Context: an optimization exercise on an open-source flow, tuned for small area. The choices shown serve that exercise and are no tape-out recipe.
The RTL was checked by simulation tests, not by an equivalence proof against the original design.
Power is estimated from default activity; no workload was simulated.

==> run a <==
## game
module game(
	input clk,
	input move_en,
	input load,
	input [3:0] load_stage,
	input [9:0] load_x, load_y,
	input load_grav, load_ckpt,
	input bright,
	input rst,
	input up, input down, input left, input right,
	input [9:0] hCount, vCount,
	output reg [11:0] rgb,
	output [9:0] char_x, char_y,
	output [3:0] level
	);
	reg [9:0] xPos, yPos;
	reg [3:0] stage;  
	reg gravity, checkpointFlag;
	assign char_x = xPos;
	assign char_y = yPos;
	assign level = stage;
	wire s8 = stage[3];
	wire s0 = ~stage[3] & (stage[2:0] == 3'd0);
	wire s1 = stage[2:0] == 3'd1;
	wire s2 = stage[2:0] == 3'd2;
	wire s3 = stage[2:0] == 3'd3;
	wire s4 = stage[2:0] == 3'd4;
	wire s5 = stage[2:0] == 3'd5;
	wire s6 = stage[2:0] == 3'd6;
	wire s7 = stage[2:0] == 3'd7;
	wire vs = s8 ? up : gravity;
	wire ge_h_144 = hCount >= 10'd144;
	wire ge_h_161 = hCount >= 10'd161;
	wire ge_h_177 = hCount >= 10'd177;
	wire ge_h_208 = hCount >= 10'd208;
	wire ge_h_209 = hCount >= 10'd209;
	wire ge_h_224 = hCount >= 10'd224;
	wire ge_h_225 = hCount >= 10'd225;
	wire ge_h_240 = hCount >= 10'd240;
	wire ge_h_241 = hCount >= 10'd241;
	wire ge_h_257 = hCount >= 10'd257;
	wire ge_h_272 = hCount >= 10'd272;
	wire ge_h_273 = hCount >= 10'd273;
	wire ge_h_288 = hCount >= 10'd288;
	wire ge_h_289 = hCount >= 10'd289;
	wire ge_h_304 = hCount >= 10'd304;
	wire ge_h_305 = hCount >= 10'd305;
	wire ge_h_320 = hCount >= 10'd320;
	wire ge_h_321 = hCount >= 10'd321;
	wire ge_h_336 = hCount >= 10'd336;
	wire ge_h_337 = hCount >= 10'd337;
	wire ge_h_352 = hCount >= 10'd352;
	wire ge_h_353 = hCount >= 10'd353;
  ...
==> flow/config.mk <==
export PLATFORM = sky130hd
export DESIGN_NAME = game
export DESIGN_NICKNAME = game
export VERILOG_FILES = /design/flow/design.v
export SDC_FILE = /design/flow/constraint.sdc
export NUM_CORES = 4
export LEC_CHECK = 0
export ABC_AREA = 1
export CAP_MARGIN = 40
export CORE_MARGIN = 2
export CORE_UTILIZATION = 35
export SLEW_MARGIN = 20
==> flow/constraint.sdc <==
create_clock -name core_clock -period 10.0 [get_ports {clk}]
set_input_delay 2.0000 -clock core_clock [delete_from_list [all_inputs] [get_ports {clk}]]
set_output_delay 2.0000 -clock core_clock [all_outputs]
set_load 0.01 [all_outputs]
standard.sh (not shown) runs the stock make flow with config.mk's settings and CLKGATE_MAP_FILE= SYNTH_SCRIPT=/design/flow/synth_recipe.tcl, a recipe that flattens the netlist after the stock synthesis.
==> flow/flow/run.sh <==
#!/bin/bash
# Standard layout, with the smallest buffer cell used for the port buffers.
set -euo pipefail
bash standard.sh BUFFER_PORTS_ARGS="-buffer_cell sky130_fd_sc_hd__buf_1" finish > standard.log 2>&1
==> run b (differences from run a) <==
==> flow/flow/run.sh (replaced) <==
#!/bin/bash
# Standard synthesis; then the combinational logic alone is re-synthesised for area with ABC
# (&deepsyn from several seeds in parallel, area mapping, smallest result kept). Registers, their
# names and cell types are left exactly as the standard synthesis made them. Then the standard
# layout, with the smallest buffer cell for the port buffers.
set -euo pipefail
R=orfs/results/${FLOW_PLATFORM}/game/base
L=orfs/logs/${FLOW_PLATFORM}/game/base
LIB=${FLOW_HOME}/platforms/${FLOW_PLATFORM}/lib/sky130_fd_sc_hd__tt_025C_1v80.lib
DST=${DEEPSYN_T:-1200}
bash standard.sh synth > standard_synth.log 2>&1
cp $R/1_2_yosys.v standard_1_2_yosys.v
python3 flow/mkcells.py cells_comb.v > mkcells.log 2>&1
DU=$(grep -o -- "-dont_use [^ ]*" $L/1_2_yosys.log | sort -u | tr '\n' ' ')
remap() { # $1 = tag, $2 = abc script
  printf '%s\n' "$2" | tr ';' '\n' > remap_$1.abc
  yosys -l remap_$1_yosys.log -p "read_liberty -lib $LIB; \
    read_verilog standard_1_2_yosys.v; hierarchy -top ${FLOW_TOP}; techmap -map cells_comb.v; \
    opt -purge; techmap; opt -fast -purge; \
    abc -liberty $LIB $DU -script remap_$1.abc; opt_clean -purge; \
    hilomap -singleton -hicell sky130_fd_sc_hd__conb_1 HI -locell sky130_fd_sc_hd__conb_1 LO; \
    splitnets; opt_clean -purge; check -assert; tee -o remap_$1.stat stat -liberty $LIB; \
    write_verilog -noattr -noexpr -nohex -nodec remapped_$1.v" > /dev/null 2>&1 || true
}

for S in 11 12 13 14; do
  remap s$S "strash; &get -n; &deepsyn -T $DST -S $S; &put; dch -f; amap" &
done
wait
best=""; besta=""
for t in s11 s12 s13 s14; do
  [[ -s remapped_$t.v && -s remap_$t.stat ]] || continue
  a=$(grep -i "chip area" remap_$t.stat | awk '{print $NF}')
  echo "$t $a" >> remap_areas.log
  if [[ -z "$best" ]] || python3 -c "import sys; sys.exit(0 if $a < $besta else 1)"; then best=$t; besta=$a; fi
done
echo "best $best $besta" >> remap_areas.log
cp remapped_$best.v $R/1_2_yosys.v
bash standard.sh BUFFER_PORTS_ARGS="-buffer_cell sky130_fd_sc_hd__buf_1" finish > standard_finish.log 2>&1
==> flow/flow/mkcells.py (new file) <==
# Write Verilog models (assign from the liberty 'function') of the combinational sky130hd cells.
import re, sys
lib = open('/OpenROAD-flow-scripts/flow/platforms/sky130hd/lib/sky130_fd_sc_hd__tt_025C_1v80.lib').read()
out = []
for m in re.finditer(r'\n\s*cell\s*\(\s*"?(sky130_fd_sc_hd__\w+)"?\s*\)\s*\{', lib):
    name = m.group(1)
    start = m.end()
    # find the cell body by brace matching
    depth = 1; i = start
    while depth:
        c = lib[i]
        if c == '{': depth += 1
        elif c == '}': depth -= 1
        i += 1
    body = lib[start:i]
    if re.search(r'\b(ff|latch|statetable)\s*\(', body): continue
    pins = []
    for pm in re.finditer(r'\n\s*pin\s*\(\s*"?(\w+)"?\s*\)\s*\{', body):
        s = pm.end(); d = 1; j = s
        while d:
            if body[j] == '{': d += 1
            elif body[j] == '}': d -= 1
            j += 1
        pb = body[s:j]
        dirm = re.search(r'direction\s*:\s*"?(\w+)"?', pb)
        fm = re.search(r'function\s*:\s*"([^"]*)"', pb)
        pins.append((pm.group(1), dirm.group(1) if dirm else None, fm.group(1) if fm else None))
    outs = [p for p in pins if p[1] == 'output']
    ins = [p for p in pins if p[1] == 'input']
    if not outs or any(o[2] is None for o in outs): continue
    def conv(f):
        f = f.replace('!', '~').replace('+', '|').replace('*', '&').replace('^', '^')
        # implicit AND by space between operands
        f = re.sub(r'(\w|\))\s+(?=[\w(~])', r'\1 & ', f)
        return f
    ports = ', '.join(['input ' + p[0] for p in ins] + ['output ' + o[0] for o in outs])
    lines = ['module %s(%s);' % (name, ports)]
    for o in outs: lines.append('  assign %s = %s;' % (o[0], conv(o[2])))
    lines.append('endmodule')
    out.append('\n'.join(lines))
open(sys.argv[1], 'w').write('\n'.join(out) + '\n')
print(len(out), 'cells')
- CAP_MARGIN: 40 -> 10
- CTS_BUF_LIST: not set -> sky130_fd_sc_hd__clkbuf_4 sky130_fd_sc_hd__clkbuf_8
- GPL_TIMING_DRIVEN: not set -> 0
- SETUP_SLACK_MARGIN: not set -> 0.1
- SLEW_MARGIN: 20 -> 10
==> run c (differences from run a) <==
==> flow/flow/run.sh (replaced) <==
#!/bin/bash
# Standard synthesis; then the combinational logic alone is re-synthesised for area with ABC
# (&deepsyn from several seeds in parallel, area mapping, smallest result kept). Registers, their
# names and cell types are left exactly as the standard synthesis made them. Then the standard
# layout, with the smallest buffer cell for the port buffers.
set -euo pipefail
R=orfs/results/${FLOW_PLATFORM}/game/base
L=orfs/logs/${FLOW_PLATFORM}/game/base
LIB=${FLOW_HOME}/platforms/${FLOW_PLATFORM}/lib/sky130_fd_sc_hd__tt_025C_1v80.lib
DST=${DEEPSYN_T:-30}
bash standard.sh synth > standard_synth.log 2>&1
cp $R/1_2_yosys.v standard_1_2_yosys.v
python3 flow/mkcells.py cells_comb.v > mkcells.log 2>&1
DU=$(grep -o -- "-dont_use [^ ]*" $L/1_2_yosys.log | sort -u | tr '\n' ' ')
remap() { # $1 = tag, $2 = abc script
  printf '%s\n' "$2" | tr ';' '\n' > remap_$1.abc
  yosys -l remap_$1_yosys.log -p "read_liberty -lib $LIB; \
    read_verilog standard_1_2_yosys.v; hierarchy -top ${FLOW_TOP}; techmap -map cells_comb.v; \
    opt -purge; techmap; opt -fast -purge; \
    abc -liberty $LIB $DU -script remap_$1.abc; opt_clean -purge; \
    hilomap -singleton -hicell sky130_fd_sc_hd__conb_1 HI -locell sky130_fd_sc_hd__conb_1 LO; \
    splitnets; opt_clean -purge; check -assert; tee -o remap_$1.stat stat -liberty $LIB; \
    write_verilog -noattr -noexpr -nohex -nodec remapped_$1.v" > /dev/null 2>&1 || true
}
remap a "strash; dc2; dch -f; map -a; strash; dch -f; amap" &
for S in 1 2 3; do
  remap s$S "strash; &get -n; &deepsyn -T $DST -S $S; &put; dch -f; amap" &
done
wait
best=""; besta=""
for t in a s1 s2 s3; do
  [[ -s remapped_$t.v && -s remap_$t.stat ]] || continue
  a=$(grep -i "chip area" remap_$t.stat | awk '{print $NF}')
  echo "$t $a" >> remap_areas.log
  if [[ -z "$best" ]] || python3 -c "import sys; sys.exit(0 if $a < $besta else 1)"; then best=$t; besta=$a; fi
done
echo "best $best $besta" >> remap_areas.log
cp remapped_$best.v $R/1_2_yosys.v
bash standard.sh BUFFER_PORTS_ARGS="-buffer_cell sky130_fd_sc_hd__buf_1" finish > standard_finish.log 2>&1
==> flow/flow/mkcells.py (new file) <==
# Write Verilog models (assign from the liberty 'function') of the combinational sky130hd cells.
import re, sys
lib = open('/OpenROAD-flow-scripts/flow/platforms/sky130hd/lib/sky130_fd_sc_hd__tt_025C_1v80.lib').read()
out = []
for m in re.finditer(r'\n\s*cell\s*\(\s*"?(sky130_fd_sc_hd__\w+)"?\s*\)\s*\{', lib):
    name = m.group(1)
    start = m.end()
    # find the cell body by brace matching
    depth = 1; i = start
    while depth:
        c = lib[i]
        if c == '{': depth += 1
        elif c == '}': depth -= 1
        i += 1
    body = lib[start:i]
    if re.search(r'\b(ff|latch|statetable)\s*\(', body): continue
    pins = []
    for pm in re.finditer(r'\n\s*pin\s*\(\s*"?(\w+)"?\s*\)\s*\{', body):
        s = pm.end(); d = 1; j = s
        while d:
            if body[j] == '{': d += 1
            elif body[j] == '}': d -= 1
            j += 1
        pb = body[s:j]
        dirm = re.search(r'direction\s*:\s*"?(\w+)"?', pb)
        fm = re.search(r'function\s*:\s*"([^"]*)"', pb)
        pins.append((pm.group(1), dirm.group(1) if dirm else None, fm.group(1) if fm else None))
    outs = [p for p in pins if p[1] == 'output']
    ins = [p for p in pins if p[1] == 'input']
    if not outs or any(o[2] is None for o in outs): continue
    def conv(f):
        f = f.replace('!', '~').replace('+', '|').replace('*', '&').replace('^', '^')
        # implicit AND by space between operands
        f = re.sub(r'(\w|\))\s+(?=[\w(~])', r'\1 & ', f)
        return f
    ports = ', '.join(['input ' + p[0] for p in ins] + ['output ' + o[0] for o in outs])
    lines = ['module %s(%s);' % (name, ports)]
    for o in outs: lines.append('  assign %s = %s;' % (o[0], conv(o[2])))
    lines.append('endmodule')
    out.append('\n'.join(lines))
open(sys.argv[1], 'w').write('\n'.join(out) + '\n')
print(len(out), 'cells')
- CAP_MARGIN: 40 -> 0
- CTS_BUF_LIST: not set -> sky130_fd_sc_hd__clkbuf_4 sky130_fd_sc_hd__clkbuf_8
- SLEW_MARGIN: 20 -> 0
==> notes.md <==
* Post-synth ARST share at 100%
* All-Layer GR Usage at 42.4%
* Routed wl met2 at ~33 mm
* Hold endpoint: gravity
* Switch Pwr at 0.00224 W
* Instance area at placement at 11,900 µm²
* Hold WS at 537 ps
* Pleak at 5.71 nW
* Multi-input gates at 1,875
* Tap Cells at approximately 400
* RePlAce Congestion at about 1.1
* Outcome: no timing/DRC/antenna violations
* Cell total after placement at 2,686
* CP most frequent cell: fa_1
Source of the figures above: run a

==> notes.md <==
* Outcome: no timing/DRC/antenna violations
* Hold endpoint: checkpointFlag
* Cell total after placement at 1,767
* Tap Cells at ~280
* Instance area at placement at 8240 µm²
* All-Layer GR Usage at 46.6%
* Routed wl met2 at 23.0 mm
* Hold WS at 561 ps
* CP most frequent cell: clkinv_1
Source of the figures above: run b

==> notes.md <==
* Instance area at placement at 8940 µm²
* GRT overflow at 0
* Hold WS at 571 ps
* Routed wl met2 at 25.6 mm
* RePlAce Congestion at 1.15
* All-Layer GR Usage at between 40% and 50%
* Outcome: no timing/DRC/antenna violations
* Switch Pwr at 0.00102 W
* Cell total after placement at 1,888
* Pleak at 2.86 nW
Source of the figures above: run c



==> inputs of tundra <==
game again, from the RTL that the note above started with.
clock: 10.0 ns
lec_check: 0
abc_area: 1
cap_margin: 40
core_margin: 2
core_utilization: 35
slew_margin: 20
==> flow/flow/run.sh <==
#!/bin/bash
# Standard synthesis, then an area-oriented re-mapping of the combinational logic only
# (registers, their names and cell types untouched), then the standard layout with the
# smallest buffer cell for the port buffers.
set -euo pipefail
R=orfs/results/${FLOW_PLATFORM}/game/base
L=orfs/logs/${FLOW_PLATFORM}/game/base
LIB=${FLOW_HOME}/platforms/${FLOW_PLATFORM}/lib/sky130_fd_sc_hd__tt_025C_1v80.lib
bash standard.sh synth > standard_synth.log 2>&1
cp $R/1_2_yosys.v standard_1_2_yosys.v
python3 flow/mkcells.py cells_comb.v > mkcells.log 2>&1
DU=$(grep -o -- "-dont_use [^ ]*" $L/1_2_yosys.log | sort -u | tr '\n' ' ')
cat > remap.abc <<'EOA'
strash
dc2
dch -f
map -a
strash
dch -f
amap
EOA
yosys -l remap_yosys.log -p "read_liberty -lib $LIB; \
  read_verilog standard_1_2_yosys.v; hierarchy -top ${FLOW_TOP}; techmap -map cells_comb.v; opt -purge; techmap; opt -fast -purge; \
  abc -liberty $LIB $DU -script remap.abc; opt_clean -purge; \
  hilomap -singleton -hicell sky130_fd_sc_hd__conb_1 HI -locell sky130_fd_sc_hd__conb_1 LO; \
  splitnets; opt_clean -purge; check -assert; stat -liberty $LIB; \
  write_verilog -noattr -noexpr -nohex -nodec remapped.v" > /dev/null 2>&1
cp remapped.v $R/1_2_yosys.v
bash standard.sh BUFFER_PORTS_ARGS="-buffer_cell sky130_fd_sc_hd__buf_1" finish > standard_finish.log 2>&1
Other scripts of this flow, unchanged in this note and not shown: flow/flow/mkcells.py
==> zinc: changes against tundra <==
==> flow/flow/run.sh (replaced) <==
#!/bin/bash
# Standard synthesis; then the combinational logic alone is re-synthesised for area with ABC
# (&deepsyn from several seeds in parallel, area mapping, smallest result kept). Registers, their
# names and cell types are left exactly as the standard synthesis made them. Then the standard
# layout, with the smallest buffer cell for the port buffers.
set -euo pipefail
R=orfs/results/${FLOW_PLATFORM}/game/base
L=orfs/logs/${FLOW_PLATFORM}/game/base
LIB=${FLOW_HOME}/platforms/${FLOW_PLATFORM}/lib/sky130_fd_sc_hd__tt_025C_1v80.lib
DST=${DEEPSYN_T:-900}
bash standard.sh synth > standard_synth.log 2>&1
cp $R/1_2_yosys.v standard_1_2_yosys.v
python3 flow/mkcells.py cells_comb.v > mkcells.log 2>&1
DU=$(grep -o -- "-dont_use [^ ]*" $L/1_2_yosys.log | sort -u | tr '\n' ' ')
remap() { # $1 = tag, $2 = abc script
  printf '%s\n' "$2" | tr ';' '\n' > remap_$1.abc
  yosys -l remap_$1_yosys.log -p "read_liberty -lib $LIB; \
    read_verilog standard_1_2_yosys.v; hierarchy -top ${FLOW_TOP}; techmap -map cells_comb.v; \
    opt -purge; techmap; opt -fast -purge; \
    abc -liberty $LIB $DU -script remap_$1.abc; opt_clean -purge; \
    hilomap -singleton -hicell sky130_fd_sc_hd__conb_1 HI -locell sky130_fd_sc_hd__conb_1 LO; \
    splitnets; opt_clean -purge; check -assert; tee -o remap_$1.stat stat -liberty $LIB; \
    write_verilog -noattr -noexpr -nohex -nodec remapped_$1.v" > /dev/null 2>&1 || true
}
remap a "strash; dc2; dch -f; map -a; strash; dch -f; amap" &
for S in 5 6 7 8; do
  remap s$S "strash; &get -n; &deepsyn -T $DST -S $S; &put; dch -f; amap" &
done
wait
best=""; besta=""
for t in a s5 s6 s7 s8; do
  [[ -s remapped_$t.v && -s remap_$t.stat ]] || continue
  a=$(grep -i "chip area" remap_$t.stat | awk '{print $NF}')
  echo "$t $a" >> remap_areas.log
  if [[ -z "$best" ]] || python3 -c "import sys; sys.exit(0 if $a < $besta else 1)"; then best=$t; besta=$a; fi
done
echo "best $best $besta" >> remap_areas.log
cp remapped_$best.v $R/1_2_yosys.v
bash standard.sh BUFFER_PORTS_ARGS="-buffer_cell sky130_fd_sc_hd__buf_1" finish > standard_finish.log 2>&1
CAP_MARGIN = 0   (was 40)
CTS_BUF_LIST = sky130_fd_sc_hd__clkbuf_4 sky130_fd_sc_hd__clkbuf_8   (was unset)
GPL_TIMING_DRIVEN = 0   (was unset)
SLEW_MARGIN = 0   (was 20)
==> notes.md <==
- Against zinc, the clock power of tundra is higher by about 26%.
- In tundra the non-clock buffer count is higher than in zinc, by 36.
- The power of tundra is 2.8 times that of zinc.
- Against zinc, the maximum frequency of tundra is higher by 9.3%.
- Utilization: zinc is lower than tundra (1.3 points).
- Between tundra and zinc, the lower setup slack is in zinc (gap 0.83 ns).
- In tundra the via count is larger than in zinc, by 19%.
==> figures <==
item	tundra	zinc
Full die area	26100 um2	23000 um2
Worst min-delay path startpoint	gravity	checkpointFlag
Clock-pin slew reported for the worst setup and hold paths after clock tree synthesis	0.06 ns	0.10 ns
Switching part of the total power	70.0%	65.9%
Proportion of cell area occupied by multi-input gates	74.1%	74.4%
Number of nets in the finished design	1793	1591
Layout cells sized above 1	2.76%	1.50%
Highest-delay cell along the critical path	sky130_fd_sc_hd__o21ai_0	sky130_fd_sc_hd__a22oi_2
Routed wl met2	24500 um	23600 um
Combinational group power	0.00248 W	0.000769 W
Wire per inst	28.3 um	29.8 um
Summed area of non-filler cells in the final layout	9810 um2	8440 um2
Cell area after technology mapping	8690 um2	7640 um2
Outcome	finished clean	finished clean
Total track usage	43.5%	46.6%

-- afterwards: timing with drivers on the ports --
How much do the figures lean on ideal ports? The routed layouts below were timed once more, with nothing changed but the port constraints.
Step 1, drivers: a clkbuf_16 drives clk and a buf_2 each remaining input, both assumed.
Step 2 times the ports against the registers' clock, not the clock port: input delays grow and output delays shrink by t, the midpoint of the rising clock arrivals with the driver on.
Slacks: ideal / step 1 / step 2; pairs: ideal / step 1.
run | t, ns | slack for setup (ns) | hold slack, ns | worst data-port slew with drivers (ns)
run a | 0.305 | 0.349 / 0.326 / 0.326 | 0.537 / 0.537 / 0.537 | 0.05
run b | 0.310 | 0.323 / 0.286 / 0.286 | 0.561 / 0.561 / 0.561 | 0.04
run c | 0.322 | 0.769 / 0.735 / 0.735 | 0.571 / 0.571 / 0.571 | 0.06
tundra | 0.299 | 1.141 / 1.118 / 1.118 | 0.584 / 0.584 / 0.584 | 0.04
zinc | 0.313 | 0.316 / 0.284 / 0.284 | 0.604 / 0.604 / 0.604 | 0.04
After both steps setup and hold are still met in every run listed. For run b, which loses most, drivers alone change the setup slack by -0.037 ns; drivers and shift together by -0.037 ns.
